Context: an optimization exercise on an open-source flow, tuned for small area, a short achievable clock period and few clock cycles. The choices shown serve that exercise and are no tape-out recipe.

==> build 33 <==
==> flow/design.v (excerpt) <==
module DoubleMul #(
    parameter bit async_reset = 1'b0
)
(
    input logic i_clk,                                       
    input logic i_nrst,                                      
    input logic i_ena,
    input logic [63:0] i_a,                                  
    input logic [63:0] i_b,                                  
    output logic [63:0] o_res,                               
    output logic o_illegal_op,
    output logic o_overflow,
    output logic o_valid,                                    
    output logic o_busy                                      
);
==> flow/config.mk <==
export PLATFORM = sky130hd
export DESIGN_NAME = DoubleMul
export DESIGN_NICKNAME = DoubleMul
export VERILOG_FILES = /design/flow/design.v
export SDC_FILE = /design/flow/constraint.sdc
export NUM_CORES = 8
export LEC_CHECK = 0
export ABC_AREA = 1
export CAP_MARGIN = 40
export CORE_MARGIN = 2
export CORE_UTILIZATION = 45
export PLACE_DENSITY = 0.6
export SETUP_SLACK_MARGIN = 4
export SLEW_MARGIN = 40
==> flow/constraint.sdc <==
create_clock -name core_clock -period 12.0 [get_ports {i_clk}]
set_input_delay 2.4000 -clock core_clock [delete_from_list [all_inputs] [get_ports {i_clk}]]
set_output_delay 2.4000 -clock core_clock [all_outputs]
set_load 0.01 [all_outputs]
standard.sh (not shown) runs the stock make flow with config.mk's settings and CLKGATE_MAP_FILE= SYNTH_SCRIPT=/design/flow/synth_recipe.tcl, a recipe that flattens the netlist after the stock synthesis.
==> flow/flow/run.sh <==
#!/bin/bash
set -euo pipefail
export SYNTH_ARGS=-noabc
export BUFFER_PORTS_ARGS="-buffer_cell sky130_fd_sc_hd__buf_4"
bash standard.sh > standard_flow.log 2>&1
==> inputs of build 53, as changes to build 33 <==
--- a/flow/design.v
+++ b/flow/design.v
@@ -8979,17 +8979,18 @@
 assign y[103] = c8631;
 assign x[104] = s8638;
 assign y[104] = c8635;
 assign x[105] = s8642;
 assign y[105] = c8639;
 assign s = x;
 assign c = y;
 endmodule
-module add106pg (input logic [105:0] p0, input logic [105:0] g0, output logic [105:0] s, output logic co);
+module add106 (input logic [105:0] a, input logic [105:0] b, output logic [105:0] s, output logic co);
+logic [105:0] g0, p0;
 logic gg1;
 logic gg2;
 logic pp2;
 logic gg3;
 logic pp3;
 logic gg4;
 logic pp4;
 logic gg5;
@@ -9553,16 +9554,18 @@
 logic gg332;
 logic gg333;
 logic gg334;
 logic gg335;
 logic gg336;
 logic gg337;
 logic gg338;
 logic gg339;
+assign g0 = a & b;
+assign p0 = a ^ b;
 assign gg1 = g0[1] | (p0[1] & g0[0]);
 assign gg2 = g0[3] | (p0[3] & g0[2]);
 assign pp2 = p0[3] & p0[2];
 assign gg3 = g0[5] | (p0[5] & g0[4]);
 assign pp3 = p0[5] & p0[4];
 assign gg4 = g0[7] | (p0[7] & g0[6]);
 assign pp4 = p0[7] & p0[6];
 assign gg5 = g0[9] | (p0[9] & g0[8]);
@@ -10320,42 +10323,40 @@
 assign nsh = xe[12] ? e0 : {6'd0, z};                       
 assign nan = nanA | nanB;
 assign zero = ~nan & (zeroA | zeroB | (xe[12] & (xe <= 13'h1fca)));  
 assign slow = ~nan & ~zero & (|nsh);
 assign rot = ~nsh[12];
 logic nanZ, sgn;
 logic [51:0] nanm;
 assign nanZ = (nanA & mzA & ~mzB) | (nanB & mzB & ~mzA);
-assign nanm = {1'b1, (nanA & ~(nanB & sB)) ? i_a[50:0] : i_b[50:0]};
+assign nanm = nanZ ? 52'd0 : {1'b1, (nanA & ~(nanB & sB)) ? i_a[50:0] : i_b[50:0]};
 always_comb begin
     if ((nanA & mzA & zeroB) | (nanB & mzB & zeroA)) sgn = 1'b1;
     else if (nanA & ~mzA) sgn = sA | sB;
     else if (nanB & ~mzB) sgn = sB;
     else sgn = sA ^ sB;
 end
 logic [105:0] r_s, r_c, p;
-logic [50:0] r_nanm;
-logic r_nanz;
+logic [51:0] r_nanm;
 logic [11:0] r_e;
 logic r_f, r_nan, r_zero, r_sgn, r_rot, r_busy, r_valid;
 logic [6:0] r_cnt;
 logic done;
 assign done = r_rot ? (r_cnt == 7'd105) : (&r_cnt);
 always_ff @(posedge i_clk) begin
-    r_nanm <= nanm[50:0];
-    r_nanz <= nanZ;
+    r_nanm <= nanm;
 end
 always_ff @(posedge i_clk) begin
     if (r_busy) begin
         r_s <= {r_rot & p[0], p[105:1]};
         r_c <= '0;
     end else begin
-        r_s <= ps ^ pc;
-        r_c <= ps & pc;
+        r_s <= ps;
+        r_c <= pc;
     end
     if (~r_busy) begin
         r_e <= f ? 12'd0 : xe[11:0];
         r_f <= f;
         r_nan <= nan;
         r_zero <= zero;
         r_sgn <= sgn;
         r_rot <= rot;
@@ -10373,19 +10374,19 @@
         r_busy <= i_ena & slow;
         r_valid <= i_ena & ~slow;
     end
 end
 logic sel, z501, rnd_a, rnd_b, ones_a, ones_b, c_a, c_b, carry, ovf, ovf0, ovf1, b11;
 logic [51:0] inc_a, inc_b, m_a, m_b, m_n;
 logic [11:0] re1, re2, ealign, eplus;
 logic [10:0] e_n;
-add106pg u_add (
-    .p0(r_s),
-    .g0(r_c),
+add106 u_add (
+    .a(r_s),
+    .b(r_c),
     .s(p),
     .co()
 );
 inc52x2 u_inc (
     .i_p(p[104:52]),
     .o_a(inc_a),
     .o_b(inc_b)
 );
@@ -10407,14 +10408,14 @@
 assign ealign = p[105] ? re1 : r_e;
 assign eplus = p[105] ? re2 : re1;
 assign ovf = p[105] ? ovf1 : ovf0;
 assign b11 = ealign[11];
 assign e_n = b11 ? 11'd0 : (ovf ? 11'h7ff : (carry ? eplus[10:0] : ealign[10:0]));
 assign m_n = ovf ? 52'd0 : (sel ? m_a : m_b);
 assign o_res = {r_sgn,
                 r_nan ? 11'h7ff : (r_zero ? 11'd0 : e_n),
-                r_nan ? {~r_nanz, r_nanm & {51{~r_nanz}}} : (r_zero ? 52'd0 : m_n)};
+                r_nan ? r_nanm : (r_zero ? 52'd0 : m_n)};
 assign o_illegal_op = r_nan;
 assign o_overflow = ovf;
 assign o_valid = r_valid;
 assign o_busy = r_busy;
 endmodule
==> flow/run.sh (new file) <==
#!/bin/bash
# synth_recipe.tcl (not shown) runs the flow's synth.tcl, then flattens the netlist and writes it again
# the make line also repeats each setting of config.mk as NAME=value (left out here)
make -C /OpenROAD-flow-scripts/flow DESIGN_CONFIG=/design/flow/config.mk WORK_HOME=/design/flow/orfs CLKGATE_MAP_FILE= SYNTH_SCRIPT=/design/flow/synth_recipe.tcl finish
--- a/flow/config.mk
+++ b/flow/config.mk
@@ -5,10 +5,10 @@
 export SDC_FILE = /design/flow/constraint.sdc
 export NUM_CORES = 8
 export LEC_CHECK = 0
 export ABC_AREA = 1
 export CAP_MARGIN = 40
 export CORE_MARGIN = 2
 export CORE_UTILIZATION = 45
 export PLACE_DENSITY = 0.6
-export SETUP_SLACK_MARGIN = 4
+export SETUP_SLACK_MARGIN = 2
 export SLEW_MARGIN = 40
removed: flow/flow/run.sh
removed: flow/standard.sh
==> inputs of build 4, as changes to build 33 <==
==> flow/config.mk (replaced) <==
export PLATFORM = sky130hd
export DESIGN_NAME = DoubleMul
export DESIGN_NICKNAME = DoubleMul
export VERILOG_FILES = /design/flow/design.v
export SDC_FILE = /design/flow/constraint.sdc
export NUM_CORES = 8
export LEC_CHECK = 0
export ABC_AREA = 1
export CAP_MARGIN = 40
export CORE_MARGIN = 2
export CORE_UTILIZATION = 35
export PLACE_DENSITY = 0.5
export SETUP_SLACK_MARGIN = 4.5
export SLEW_MARGIN = 40
==> notes <==
Register-to-register slack, highest first: build 4, build 33, build 53. First-iteration DRC count: build 53 < build 4 < build 33. The highest non-clock buffer count belongs to build 4, the lowest to build 53. Hold slack: build 4 is worse than build 53 (15 ps). Cell count, lowest first: build 33, build 4, build 53. The highest via count belongs to build 53, the lowest to build 33.
Function was not checked in any run of this note: the RTL went through the layout flow alone.

==> separate check: timing with driven ports <==
In the flow no input, the clock included, has a driving cell. The finished layouts below were timed again as built, in two steps. Step 1: set_driving_cell puts a clkbuf_16 on i_clk and a buf_2 on each other input, an assumption about the parent block. Step 2 moves the port delays by t, midway between the first and last clock arrival at a register: inputs arrive t later, outputs are due t later. That takes back most of the time a late clock gives input paths. a / b / c = no drivers / after step 1 / after step 2; a / b = the first two.
run | shift t [ns] | setup WS [ns] | hold WS [ns] | slew at the worst register clock pin (ns)
build 33 | 0.718 | 3.881 / 3.914 / 3.196 | 0.508 / 0.508 / 0.508 | 0.07 / 0.07
build 53 | 0.760 | 2.292 / 2.226 / 1.628 | 0.523 / 0.523 / 0.523 | 0.07 / 0.07
build 4 | 0.775 | 4.438 / 4.172 / 3.397 | 0.508 / 0.508 / 0.508 | 0.08 / 0.08
After both steps setup and hold are still met in every run listed. The setup slack of build 4, which loses most, moves by -0.266 ns with the drivers and by -1.041 ns with both steps.
